From an optimization exercise on the open Yosys and OpenROAD flow, aimed at small area and a short achievable clock period; shortcuts taken in it are not production practice.
Where RTL was checked, it was by simulation tests only, not by an equivalence proof against the original.
No activity file was given, so power comes from the tool's default toggle rates.

## cordic_top
module cordic_top (
    input  logic clk,
    input  logic signed[15:0] angle,
    output logic signed[15:0] sin, cos
);
Size: about 1100 cells after synthesis, roughly 120 flip-flops, about 7200 um2 of cells after synthesis.
==> flow/config.mk <==
export PLATFORM = sky130hd
export DESIGN_NAME = cordic_top
export DESIGN_NICKNAME = cordic_top
export VERILOG_FILES = /design/flow/design.v
export SDC_FILE = /design/flow/constraint.sdc
export NUM_CORES = 4
export LEC_CHECK = 0
export ABC_AREA = 1
export CAP_MARGIN = 20
export CORE_MARGIN = 2
export CORE_UTILIZATION = 45
export CTS_BUF_LIST = sky130_fd_sc_hd__clkbuf_8
export CTS_CLUSTER_SIZE = 30
export SETUP_SLACK_MARGIN = 1.2
export SLEW_MARGIN = 20
==> flow/constraint.sdc <==
create_clock -name core_clock -period 3.3 [get_ports {clk}]
set_input_delay 0.6600 -clock core_clock [delete_from_list [all_inputs] [get_ports {clk}]]
set_output_delay 0.6600 -clock core_clock [all_outputs]
set_load 0.01 [all_outputs]
run.sh (not shown) runs the stock make flow with config.mk's settings and CLKGATE_MAP_FILE= SYNTH_SCRIPT=/design/flow/synth_recipe.tcl, a recipe that flattens the netlist after the stock synthesis.
Change:
Settings changed: CTS_BUF_LIST sky130_fd_sc_hd__clkbuf_8 to unset, CTS_CLUSTER_SIZE 30 to unset, SETUP_SLACK_MARGIN 1.2 to 0.8.
Effect:
- sequential share of layout area rises by 0.26 points
- cell area falls by 1.4%
- sequential power falls by about 2%
- clock skew falls by 0.014 ns
- first-iteration DRC count fell by 17%
- synthesized cell count does not change
- core utilization decreases by 0.76 points
- via count is higher by 0.55%
- non-clock buffer count is lower by 10
- wire length increases by 3.6%
Change:
Settings changed: ABC_AREA 1 to unset, SETUP_SLACK_MARGIN 0.8 to unset.
Via count is higher by 1.6%; sequential power came out higher by about 5%; total power is higher by 12%; count of clock-buffer cells in the layout is lower by 2; synthesized area increases by 1.7%; cell area rose by 5.0%; sequential cell count stays the same; global-route usage came out lower by 0.34 points; hold slack improved by 0.0035 ns.
Change:
Settings changed: ABC_AREA set to 1.
Outcome:
- sequential power came out lower by a few percent
- combinational power came out lower by about a fifth
- wire length came out lower by a few percent
- worst setup slack gains 0.085 ns
No run of this note included a check of the RTL's function; only the layout flow was run.

cordic_top, a different RTL version from the one above (not shown whole).
Size in the first run: ~1000 cells after synthesis, ~49 I/O pins, roughly 0.0078 mm² of cells after synthesis.
export LEC_CHECK = 0
export ABC_AREA = 1
export CAP_MARGIN = 20
export CORE_MARGIN = 2
export CORE_UTILIZATION = 45
export CTS_BUF_LIST = sky130_fd_sc_hd__clkbuf_8
export SETUP_SLACK_MARGIN = 1.3
export SLEW_MARGIN = 20
create_clock -name core_clock -period 3.3 [get_ports {clk}]
The baseline produced a clean layout.
Rerun with:
==> flow/flow/run.sh (new file) <==
#!/bin/bash
# The standard layout (standard.sh: the standard flow's synthesis and ORFS flow, unchanged), except:
# - the port buffers ORFS puts on every input and output are plain buffers
#   (sky130_fd_sc_hd__buf_1) instead of the delay buffer buffer_ports picks by default;
# - clock tree synthesis gets ORFS's usual arguments plus -dont_use_dummy_load, so it
#   adds no load-only inverters to the clock tree.
set -euo pipefail
export BUFFER_PORTS_ARGS="-buffer_cell sky130_fd_sc_hd__buf_1"
export CTS_ARGS="-sink_clustering_enable -repair_clock_nets -buf_list sky130_fd_sc_hd__clkbuf_8 -dont_use_dummy_load"
bash standard.sh > standard.log 2>&1
==> flow/standard.sh (new file) <==
#!/bin/bash
# synth_recipe.tcl (not shown) runs the flow's synth.tcl, then flattens the netlist and writes it again
# the make line also repeats each setting of config.mk as NAME=value (left out here)
make -C /OpenROAD-flow-scripts/flow DESIGN_CONFIG=/design/flow/config.mk WORK_HOME=/design/flow/orfs CLKGATE_MAP_FILE= SYNTH_SCRIPT=/design/flow/synth_recipe.tcl "${@:-finish}"
SETUP_SLACK_MARGIN = 1.4   (was 1.3)
removed: flow/run.sh
Outcome: Final cell count stays flat. Setup slack gets better by 0.074 ns. Wire length increases by 1.5%. Total power decreases by about 2%. Final area decreases by 2.1%. Fmax increases by 3.9%. Register-to-register slack gets better by 0.07 ns. Die area stays the same. Sequential share of layout area increases by 0.94 points.
Rerun with:
==> flow/run.sh (new file) <==
#!/bin/bash
# synth_recipe.tcl (not shown) runs the flow's synth.tcl, then flattens the netlist and writes it again
# the make line also repeats each setting of config.mk as NAME=value (left out here)
make -C /OpenROAD-flow-scripts/flow DESIGN_CONFIG=/design/flow/config.mk WORK_HOME=/design/flow/orfs CLKGATE_MAP_FILE= SYNTH_SCRIPT=/design/flow/synth_recipe.tcl finish
CTS_BUF_LIST = default   (was sky130_fd_sc_hd__clkbuf_8)
removed: flow/flow/run.sh
removed: flow/standard.sh
What happened: The changed run produced a clean layout. Register-to-register slack stays flat. Synthesized area is unchanged. First-iteration DRC count rises by roughly a tenth.

== run A ==
Starting RTL as in the previous note.
clock: 3.3 ns
lec_check: 0
abc_area: 1
cap_margin: 20
core_margin: 2
core_utilization: 45
cts_buf_list: sky130_fd_sc_hd__clkbuf_8
setup_slack_margin: 1.3
slew_margin: 20
standard.sh (not shown) runs the stock make flow with config.mk's settings and CLKGATE_MAP_FILE= SYNTH_SCRIPT=/design/flow/synth_recipe.tcl, a recipe that flattens the netlist after the stock synthesis.
==> flow/flow/run.sh <==
#!/bin/bash
# The standard layout (standard.sh: the standard flow's synthesis and ORFS flow, unchanged), except:
# - the port buffers ORFS puts on every input and output are plain buffers
#   (sky130_fd_sc_hd__buf_2) instead of the delay buffer buffer_ports picks by default;
# - clock tree synthesis gets ORFS's usual arguments plus -dont_use_dummy_load, so it
#   adds no load-only inverters to the clock tree.
set -euo pipefail
export BUFFER_PORTS_ARGS="-buffer_cell sky130_fd_sc_hd__buf_2"
export CTS_ARGS="-sink_clustering_enable -repair_clock_nets -buf_list sky130_fd_sc_hd__clkbuf_8 -dont_use_dummy_load -sink_clustering_size 30 -sink_clustering_max_diameter 200"
bash standard.sh > standard.log 2>&1
Run A: no failed stages, no open violations at the end
### run A -> run B
==> flow/flow/run.sh <==
#!/bin/bash
# The standard layout (standard.sh: the standard flow's synthesis and ORFS flow, unchanged), except:
# - the port buffers ORFS puts on every input and output are plain buffers
#   (sky130_fd_sc_hd__buf_1) instead of the delay buffer buffer_ports picks by default;
# - clock tree synthesis gets ORFS's usual arguments plus -dont_use_dummy_load, so it
#   adds no load-only inverters to the clock tree.
set -euo pipefail
export BUFFER_PORTS_ARGS="-buffer_cell sky130_fd_sc_hd__buf_1"
export CTS_ARGS="-sink_clustering_enable -repair_clock_nets -buf_list sky130_fd_sc_hd__clkbuf_8 -dont_use_dummy_load"
bash standard.sh > standard.log 2>&1
--- a/flow/config.mk
+++ b/flow/config.mk
@@ -11,4 +11,5 @@
 export CORE_UTILIZATION = 45
 export CTS_BUF_LIST = sky130_fd_sc_hd__clkbuf_8
-export SETUP_SLACK_MARGIN = 1.3
+export PLACE_DENSITY = 0.8
+export SETUP_SLACK_MARGIN = 1.4
 export SLEW_MARGIN = 20
Results
Re final setup slack of the worst path: run A was lower than run B. As far as fraction of area in registers is concerned, run A and run B perform about the same. Any difference in number of placed instances with taps included between run A and run B is small enough to ignore. Run B ran to completion and came out clean on the timing, DRC and antenna checks. Portion of total power attributed to the clock network: run B vs run A, no meaningful difference.
## Diff of input files: run C against run B
--- a/flow/config.mk
+++ b/flow/config.mk
@@ -11,5 +11,4 @@
 export CORE_UTILIZATION = 45
 export CTS_BUF_LIST = sky130_fd_sc_hd__clkbuf_8
-export PLACE_DENSITY = 0.8
-export SETUP_SLACK_MARGIN = 1.4
+export SETUP_SLACK_MARGIN = 1.3
 export SLEW_MARGIN = 20
Notes after the runs:
For final clock skew, run C and run B come out practically identical.
Run C reports a higher clock period minus final worst setup slack than run B does.
Reported for run B and run C, die area turned out identical to the last digit.
Signed area change from the synthesized netlist to the final layout down 3.0 points in run C wrt run B
Re count of clock-net buffers in the final layout: no difference whatsoever between run C and run B.
Compared run B against run C; compound-cell area share of the yosys netlist within noise.
Routed wire length is higher on run C
Design area (higher): run B
Run C vs. run B: cell count went down by 0.75%.

Setup of the reference run:
Another version of the RTL of cordic_top (not shown whole).
Size in the first run: roughly 1100 cells after synthesis, roughly 170 flip-flops, roughly 0.0079 mm^2 of cells after synthesis.
Settings: LEC_CHECK=0, ABC_AREA=1, ABC_CLOCK_PERIOD_IN_PS=1500, CAP_MARGIN=20, CORE_MARGIN=2, CORE_UTILIZATION=45, CTS_BUF_LIST=sky130_fd_sc_hd__clkbuf_8, SETUP_SLACK_MARGIN=1.4, SLEW_MARGIN=20; clock period 3.3 ns.
==> flow/flow/run.sh <==
#!/bin/bash
# The standard layout (standard.sh: the standard flow's synthesis and ORFS flow, unchanged), except:
# - the port buffers ORFS puts on every input and output are plain buffers
#   (sky130_fd_sc_hd__buf_1) instead of the delay buffer buffer_ports picks by default;
# - clock tree synthesis gets ORFS's usual arguments plus -dont_use_dummy_load, so it
#   adds no load-only inverters to the clock tree.
set -euo pipefail
export BUFFER_PORTS_ARGS="-buffer_cell sky130_fd_sc_hd__buf_1"
export CTS_ARGS="-sink_clustering_enable -repair_clock_nets -buf_list sky130_fd_sc_hd__clkbuf_8 -dont_use_dummy_load"
bash standard.sh > standard.log 2>&1
Input-level comparison between the trial run and the reference run:
# the reference run
export LEC_CHECK = 0
export ABC_AREA = 1
export ABC_CLOCK_PERIOD_IN_PS = 1500
export CAP_MARGIN = 20
export CORE_MARGIN = 2
export CORE_UTILIZATION = 45
export CTS_BUF_LIST = sky130_fd_sc_hd__clkbuf_8
export SETUP_SLACK_MARGIN = 1.4
export SLEW_MARGIN = 20
create_clock -name core_clock -period 3.3 [get_ports {clk}]
# the trial run
export LEC_CHECK = 0
export ABC_AREA = 1
export CAP_MARGIN = 20
export CORE_MARGIN = 2
export CORE_UTILIZATION = 45
export CTS_BUF_LIST = sky130_fd_sc_hd__clkbuf_8
export SETUP_SLACK_MARGIN = 1.4
export SLEW_MARGIN = 20
create_clock -name core_clock -period 3.3 [get_ports {clk}]
==> comparison <==
Total net switching power essentially unchanged between the trial run and the reference run.
Summary of the trial run over the reference run: number of buffers added on ports ~0 delta; layout cell share with drive strength beyond 1 held steady.
Number of buffers between clock root and the deepest sink: the reference run vs the trial run identical
Final weighted congestion in routability-driven placement: the reference run vs the trial run identical

Starting RTL as in the previous note.
// cordic_top
module cordic_top (
    input  logic clk,
    input  logic signed[15:0] angle,
    output logic signed[15:0] sin, cos
);
Settings: LEC_CHECK=0, ABC_AREA=1, ABC_CLOCK_PERIOD_IN_PS=2500, CAP_MARGIN=20, CORE_MARGIN=2, CORE_UTILIZATION=45, CTS_BUF_LIST=sky130_fd_sc_hd__clkbuf_8, SETUP_SLACK_MARGIN=1.4, SLEW_MARGIN=20; clock period 3.3 ns.
Scripts as last shown in full above: flow/flow/run.sh
==> next run, changes <==
==> flow/run.sh (new file) <==
#!/bin/bash
# synth_recipe.tcl (not shown) runs the flow's synth.tcl, then flattens the netlist and writes it again
# the make line also repeats each setting of config.mk as NAME=value (left out here)
make -C /OpenROAD-flow-scripts/flow DESIGN_CONFIG=/design/flow/config.mk WORK_HOME=/design/flow/orfs CLKGATE_MAP_FILE= SYNTH_SCRIPT=/design/flow/synth_recipe.tcl finish
Settings changed: ABC_CLOCK_PERIOD_IN_PS 2500 to unset.
removed: flow/flow/run.sh
removed: flow/standard.sh
=>
- count of clock-buffer cells in the layout is unchanged
- via count grows by 1.7%
- first-iteration DRC count barely changes
- worst hold slack is better by 45 ps
- setup slack is better by 26 ps
- total power climbs by 6.8%
- clock skew decreases by 25 ps
- wire length grows by 4.7%
- cell area went up by 6.0%
- die area stays the same
- sequential cell count stays the same

zinc:
RTL: one of the versions met above, not the one the previous note started from.
Size in the first run: roughly 7800 µm² of cells after synthesis.
==> flow/config.mk <==
export PLATFORM = sky130hd
export DESIGN_NAME = cordic_top
export DESIGN_NICKNAME = cordic_top
export VERILOG_FILES = /design/flow/design.v
export SDC_FILE = /design/flow/constraint.sdc
export NUM_CORES = 4
export LEC_CHECK = 0
export ABC_AREA = 1
export CAP_MARGIN = 20
export CORE_MARGIN = 2
export CORE_UTILIZATION = 45
export CTS_BUF_LIST = sky130_fd_sc_hd__clkbuf_8
export SETUP_SLACK_MARGIN = 1.3
export SLEW_MARGIN = 20
==> flow/constraint.sdc <==
create_clock -name core_clock -period 3.3 [get_ports {clk}]
set_input_delay 0.6600 -clock core_clock [delete_from_list [all_inputs] [get_ports {clk}]]
set_output_delay 0.6600 -clock core_clock [all_outputs]
set_load 0.01 [all_outputs]
==> flow/flow/run.sh <==
#!/bin/bash
# The standard layout (standard.sh: the standard flow's synthesis and ORFS flow, unchanged), except:
# - the port buffers ORFS puts on every input and output are plain buffers
#   (sky130_fd_sc_hd__buf_2) instead of the delay buffer buffer_ports picks by default;
# - clock tree synthesis gets ORFS's usual arguments plus -dont_use_dummy_load, so it
#   adds no load-only inverters to the clock tree.
set -euo pipefail
export BUFFER_PORTS_ARGS="-buffer_cell sky130_fd_sc_hd__buf_2"
export CTS_ARGS="-sink_clustering_enable -repair_clock_nets -buf_list sky130_fd_sc_hd__clkbuf_8 -dont_use_dummy_load"
bash standard.sh > standard.log 2>&1
Edits applied to the flow inputs when going from zinc to xenon:
Settings: a change of SETUP_SLACK_MARGIN from 1.3 to 1.5.
==> flow/run.sh (new file) <==
#!/bin/bash
# synth_recipe.tcl (not shown) runs the flow's synth.tcl, then flattens the netlist and writes it again
# the make line also repeats each setting of config.mk as NAME=value (left out here)
make -C /OpenROAD-flow-scripts/flow DESIGN_CONFIG=/design/flow/config.mk WORK_HOME=/design/flow/orfs CLKGATE_MAP_FILE= SYNTH_SCRIPT=/design/flow/synth_recipe.tcl finish
removed: flow/flow/run.sh
removed: flow/standard.sh
Results
- Every stage of the flow completed for xenon, and the final layout passed the timing, DRC and antenna checks.
- [compare] base=zinc new=xenon: fraction of the cycle the final worst path needs lost 4.1 points; combined global-route utilization of all metal layers picked up an extra 1.9 points; cell depth of the worst flop-to-flop path lost 2.
- xenon vs zinc: worst setup slack up
- Note that the non-clock buffer count recorded for zinc amounts to 0.80 times the value seen in xenon.
- The met1 routing resource usage after global routing in xenon sits 3.5 points above the value recorded for zinc.
Changes in cedar relative to xenon:
Settings: a change of SETUP_SLACK_MARGIN from 1.5 to 1.3.
==> flow/flow/run.sh (new file) <==
#!/bin/bash
# The standard layout (standard.sh: the standard flow's synthesis and ORFS flow, unchanged), except
# that the port buffers ORFS puts on every input and output are plain buffers
# (sky130_fd_sc_hd__buf_2) instead of the delay buffer buffer_ports picks by default.
set -euo pipefail
export BUFFER_PORTS_ARGS="-buffer_cell sky130_fd_sc_hd__buf_2"
bash standard.sh > standard.log 2>&1
==> flow/standard.sh (new file) <==
#!/bin/bash
# synth_recipe.tcl (not shown) runs the flow's synth.tcl, then flattens the netlist and writes it again
# the make line also repeats each setting of config.mk as NAME=value (left out here)
make -C /OpenROAD-flow-scripts/flow DESIGN_CONFIG=/design/flow/config.mk WORK_HOME=/design/flow/orfs CLKGATE_MAP_FILE= SYNTH_SCRIPT=/design/flow/synth_recipe.tcl "${@:-finish}"
removed: flow/run.sh
--- outcome ---
Changes observed in cedar relative to xenon: count of inserted antenna diode cells shows an increase of 1, die height shows no meaningful change. [compare] base=xenon new=cedar: setup slack went down 0.13 ns, synthesis-to-finish area growth went down 12 points, per-cell routed wire length went down 8.0%, final clock period utilization by the worst path went up 4.0 points, total routing usage reported by global routing went down 1.4 points. cedar vs. xenon: final area decreased 9.4%; proportion of power drawn by combinational gates decreased 3.1 points; post-placement cell count increased 7. The via count reported for cedar is lower than the one for xenon.
## Diff of input files: willow against cedar
Settings: TNS_END_PERCENT: unset -> 0.
--- outcome ---
Slew at the pin closest to its max-slew limit essentially unchanged between willow and cedar. [willow vs cedar] number of instances resized during post-cts repair: lower in willow. Taking cedar as the reference, in willow die extent in x essentially unchanged; proportion of cell area occupied by multi-input gates roughly the same; critical path depth went down.
Input-level comparison between harbor and willow:
Settings: TNS_END_PERCENT no longer set, was 0; CORE_UTILIZATION now 55, was 45; SETUP_SLACK_MARGIN now 1.4, was 1.3.
==> flow/flow/run.sh <==
#!/bin/bash
# The standard layout (standard.sh: the standard flow's synthesis and ORFS flow, unchanged), except:
# - the port buffers ORFS puts on every input and output are plain buffers
#   (sky130_fd_sc_hd__buf_1) instead of the delay buffer buffer_ports picks by default;
# - clock tree synthesis gets ORFS's usual arguments plus -dont_use_dummy_load, so it
#   adds no load-only inverters to the clock tree.
set -euo pipefail
export BUFFER_PORTS_ARGS="-buffer_cell sky130_fd_sc_hd__buf_1"
export CTS_ARGS="-sink_clustering_enable -repair_clock_nets -buf_list sky130_fd_sc_hd__clkbuf_8 -dont_use_dummy_load"
bash standard.sh > standard.log 2>&1
Findings:
Areal power density over the cells of harbor falls short of that of willow slightly.
Register-to-register slack came out higher on harbor than on willow.
Re setup slack after layout: harbor and willow aren't equal, and the lower value belongs to willow.
harbor vs. willow: relative contribution of combinational cells to total power went up by 3.6 points.
Compared with willow, in harbor hold slack went down 0.0053 ns, number of instances resized during post-cts repair increased by 22 relative to the old numbers.
Looking at wire length, harbor sits 2100 µm higher than willow does.
What willow reported for die area has to be multiplied by 0.823 to get the figure for harbor.
Against willow, post-route non-filler standard cell count in harbor fell by a few percent.
Diff harbor and willow: placeable core region lower in harbor
### harbor -> nickel
Settings: changing CORE_UTILIZATION from 55 to 45.
--- a/flow/flow/run.sh
+++ b/flow/flow/run.sh
@@ -7,4 +7,4 @@
 set -euo pipefail
 export BUFFER_PORTS_ARGS="-buffer_cell sky130_fd_sc_hd__buf_1"
-export CTS_ARGS="-sink_clustering_enable -repair_clock_nets -buf_list sky130_fd_sc_hd__clkbuf_8 -dont_use_dummy_load"
+export CTS_ARGS="-sink_clustering_enable -repair_clock_nets -buf_list sky130_fd_sc_hd__clkbuf_8 -dont_use_dummy_load -sink_buffer_max_cap_derate 0.03"
 bash standard.sh > standard.log 2>&1
Notes after the runs:
nickel reached the end of the flow, and the finished layout is clean on the timing, DRC and antenna checks.
nickel vs. harbor: path depth of the worst reg2reg path went up by 1.
Of nickel and harbor, nickel shows the lower sequential share of layout area, with harbor above it.
Compared with harbor, in nickel via count of the first global-routing pass fell about 3%; register clock-pin slew on the reported worst setup and hold paths about even; flip-flop and latch count about even.

port drivers added, routing unchanged:
The flow's constraints put no driver on any port. The routed layouts listed below were extracted and timed again, unchanged, in two steps. Step 1 assumes that a clkbuf_16 drives the clock port and a buf_2 every other input. Step 2 times the ports against the registers' clock, not the clock port: input delays grow and output delays shrink by t, the midpoint of the rising clock arrivals with the driver on. Slacks: ideal ports / drivers / drivers and shift; pairs: ideal ports / drivers.
| run | t (ns) | slack for setup (ns) | hold WS [ns] |
|---|---|---|---|
| the first run of note 1 | 0.496 | 1.141 / 1.141 / 0.924 | 0.303 / 0.303 / 0.303 |
| the second run of note 1 | 0.464 | 0.903 / 0.903 / 0.722 | 0.320 / 0.320 / 0.320 |
| the third run of note 1 | 0.460 | 0.440 / 0.440 / 0.324 | 0.323 / 0.323 / 0.323 |
| the fourth run of note 1 | 0.467 | 0.525 / 0.525 / 0.525 | 0.321 / 0.321 / 0.321 |
| the first run of note 2 | 0.498 | 1.327 / 1.327 / 1.327 | 0.331 / 0.331 / 0.331 |
| the second run of note 2 | 0.475 | 1.401 / 1.401 / 1.401 | 0.289 / 0.273 / 0.319 |
| the third run of note 2 | 0.473 | 1.391 / 1.391 / 1.391 | 0.323 / 0.323 / 0.323 |
| run A | 0.482 | 1.301 / 1.301 / 1.301 | 0.298 / 0.275 / 0.306 |
| run B | 0.479 | 1.374 / 1.374 / 1.374 | 0.300 / 0.285 / 0.309 |
| run C | 0.480 | 1.305 / 1.305 / 1.305 | 0.286 / 0.270 / 0.313 |
| the reference run | 0.492 | 1.396 / 1.396 / 1.396 | 0.282 / 0.264 / 0.324 |
| the trial run | 0.492 | 1.396 / 1.396 / 1.396 | 0.282 / 0.264 / 0.324 |
| the first run of note 5 | 0.492 | 1.396 / 1.396 / 1.396 | 0.282 / 0.264 / 0.324 |
| the second run of note 5 | 0.502 | 1.421 / 1.421 / 1.421 | 0.326 / 0.326 / 0.326 |
| zinc | 0.482 | 1.301 / 1.301 / 1.301 | 0.298 / 0.275 / 0.306 |
| xenon | 0.500 | 1.435 / 1.435 / 1.435 | 0.332 / 0.332 / 0.332 |
| cedar | 0.501 | 1.301 / 1.301 / 1.301 | 0.287 / 0.266 / 0.331 |
| willow | 0.500 | 1.255 / 1.255 / 1.255 | 0.287 / 0.267 / 0.329 |
| harbor | 0.490 | 1.275 / 1.275 / 1.275 | 0.282 / 0.267 / 0.318 |
| nickel | 0.475 | 1.401 / 1.401 / 1.401 | 0.289 / 0.273 / 0.319 |
After both steps every run listed still meets setup and hold. For the first run of note 1, which loses most, drivers alone change the setup slack by 0.000 ns; drivers and shift together by -0.217 ns.
